Background: an optimization exercise with open tools, aiming at small area, a short achievable clock period and few clock cycles. Do not read the settings as production practice.
Function was checked by simulation only, so behaviour that the tests miss may differ from the original.
No activity file was given, so power comes from the tool's default toggle rates.

## v33
==> flow/design.v (excerpt) <==
module bellmanford (reset, clock, GMAR1, GMDR1, GMAR2, GMDR2, IMAR, IMDR, WMAR1, WMAR2, WMDR1, WMDR2, WMWDR, WMWAR, WMWE, OMAR, OMDR, OMWAR, OMWDR, OMWE, NegCycle, Finish);
input clock,reset;
output wire [12:0] GMAR1;
input wire [127:0] GMDR1;
output wire [12:0] GMAR2;
input wire [127:0] GMDR2;
output reg [12:0] IMAR;
input wire [7:0] IMDR;
output wire [12:0] WMAR1;
input wire [127:0] WMDR1;
output wire [12:0] WMAR2;
input wire [127:0] WMDR2;
output wire [12:0] WMWAR;
output wire [127:0] WMWDR;
output wire WMWE;
output wire [12:0] OMAR;
output wire [15:0] OMDR;
assign OMAR = 13'b0;
assign OMDR = 16'b0;
output reg [12:0] OMWAR;
output reg [15:0] OMWDR;
output wire OMWE;
output reg NegCycle;
output reg Finish;
localparam [3:0] QS = 4'd0,    
                 NS = 4'd1,    
                 E  = 4'd2,    
                 NX = 4'd3,    
                 PK = 4'd4,    
                 OA = 4'd5,    
  ...
Size: roughly 1900 cells after synthesis, about 180 flip-flops, ~790 I/O pins, roughly 16000 um2 of cells after synthesis.
export LEC_CHECK = 0
export CAP_MARGIN = 20
export CORE_AREA = 5 5 275 275
export DIE_AREA = 0 0 280 280
export SETUP_SLACK_MARGIN = 0.5
export SLEW_MARGIN = 20
create_clock -name core_clock -period 5.0 [get_ports {clock}]
run.sh (not shown) runs the stock make flow with config.mk's settings and CLKGATE_MAP_FILE= SYNTH_SCRIPT=/design/flow/synth_recipe.tcl, a recipe that flattens the netlist after the stock synthesis.
v33 finished every stage and its layout cleared the timing, DRC and antenna checks.
Testbench counts of v33, summed over its fixed seeds: cycles 23,209.
> inputs changed (v33 -> v9)
Settings: a change of SETUP_SLACK_MARGIN from 0.5 to 1.5; an added ABC_CLOCK_PERIOD_IN_PS of 1500.
## What came out
- Going from v33 to v9, met2 track demand over resource grows by 0.37 points.
- Against v33, power in v9 came out worse.
- Data arrival time of the worst path for v9 is lower than for v33.
### v9 -> v4
Settings: ABC_CLOCK_PERIOD_IN_PS no longer set, was 1500; GPL_ROUTABILITY_DRIVEN now 0, previously not set.
Results
The fraction of final layout cells with drive strength greater than 1 number comes out lower for v9 vs v4.
~same total global routing track utilization in v4 and v9
In the reports for v4 and v9, the smaller via count belongs to v9.
When the final numbers for v4 and v9 were put side by side, the wire length reported by the detailed router turned out to be smaller in v9.
Compared with v9, in v4 count of antenna diodes in the layout climbed 1, number of buffers inserted by post-CTS setup repair climbed 6, overall power climbed about 6%.
Input changes introduced in v18 (baseline for comparison: v4):
Settings: TNS_END_PERCENT newly set to 100; GPL_ROUTABILITY_DRIVEN removed (was 0).
==> summary.txt <==
v18: no failed stages, no open violations at the end
Number of DRC markers in iteration 0 delta (v18 − v4): favourable
Summary: clock skew, v18 worse than v4
Compared with v4, in v18 portion of the clock cycle consumed by the worst path in the final layout lower, clock period minus final worst setup slack lower, global-route wire length before repair higher.
Comparing v4 and v18, the higher number of detailed-routing iterations run before antenna repair is on v4.
For global-route usage, v18 and v4 come out practically identical.
| combinational share of power | v18 vs v4 | 0.2 points lower |
When v18 is measured against v4, its total power draw turns out about 5.4% lower.

---

raven:
Starting RTL as in the previous note.
clock: 5.0 ns
lec_check: 0
cap_margin: 20
core_area: 5 5 275 275
die_area: 0 0 280 280
setup_slack_margin: 1.8
slew_margin: 20
raven went all the way through the flow, and no timing, DRC or antenna check failed.
Testbench counts of raven, summed over its fixed seeds: cycles 23,209.
Input-level comparison between quartz and raven:
Settings: SETUP_SLACK_MARGIN: 1.8 -> 1.5; ABC_CLOCK_PERIOD_IN_PS: unset -> 3000.
--- outcome ---
The final layout from quartz, which completed every stage, passed the timing, DRC and antenna checks at the end of the flow. Side by side, number of cells on the critical path turned out higher in quartz than in raven. Compare quartz and raven | detailed-route wire length lower: quartz. Compared with raven, in quartz setup slack saw a decrease; placer congestion estimate went up 1.1%; total power after layout now smaller; clock share of power shrank by 1.0 points.
The inputs of indigo differ from those of quartz as listed below.
Settings: ABC_CLOCK_PERIOD_IN_PS removed (was 3000); PLACE_DENSITY newly set to 0.35.
- | post-route clock period utilization | lower: quartz |
- Looking at part of the total power dissipated in combinational logic, indigo sits 0.9 points higher than quartz does.
- There was hardly any difference in share of final layout cell area taken by clock buffers and inverters between indigo and quartz.
## Diff of input files: pepper against indigo
Settings: swapping 0.35 for 0.8 in PLACE_DENSITY.
## What came out
Critical path depth ended up 1 higher on pepper than on indigo. What indigo reported for post-detailed-route wirelength per cell has to be multiplied by 0.913 to get the figure for pepper. Delta(met3 track demand over resource in global routing, pepper - indigo) < 0.

## port drivers added, routing unchanged
No port has a modelled driver above. Below, the same layouts with a new extraction and two added sets of constraints. Step 1 sets driving cells, clkbuf_16 on the clock port and buf_2 on the other inputs (assumed; they add their load-dependent delay and slew). Step 2 moves the port delays by t, midway between the first and last clock arrival at a register: inputs arrive t later, outputs are due t later. That takes back most of the time a late clock gives input paths. Three values: ideal ports, drivers, drivers and shift; two values: the first two.
run	t, ns	slack for setup (ns)	clock arrival spread, ns	slew at the worst register clock pin (ns)	worst data-port slew with drivers (ns)
v33	0.507	0.606 / 0.573 / 0.294	0.023 / 0.022	0.08 / 0.08	0.10
v9	0.509	1.465 / 1.412 / 1.107	0.022 / 0.022	0.08 / 0.08	0.08
v4	0.506	1.391 / 1.324 / 0.997	0.017 / 0.018	0.08 / 0.08	0.08
v18	0.509	1.465 / 1.412 / 1.107	0.022 / 0.022	0.08 / 0.08	0.08
raven	0.514	1.471 / 1.428 / 0.993	0.020 / 0.019	0.09 / 0.09	0.16
quartz	0.509	1.465 / 1.412 / 1.107	0.022 / 0.022	0.08 / 0.08	0.08
indigo	0.548	1.348 / 1.263 / 0.957	0.019 / 0.018	0.08 / 0.08	0.10
pepper	0.506	1.458 / 1.414 / 1.038	0.012 / 0.013	0.08 / 0.08	0.07
After both steps every run listed still meets setup and hold. The setup slack of raven, which loses most, moves by -0.043 ns with the drivers and by -0.478 ns with both steps.
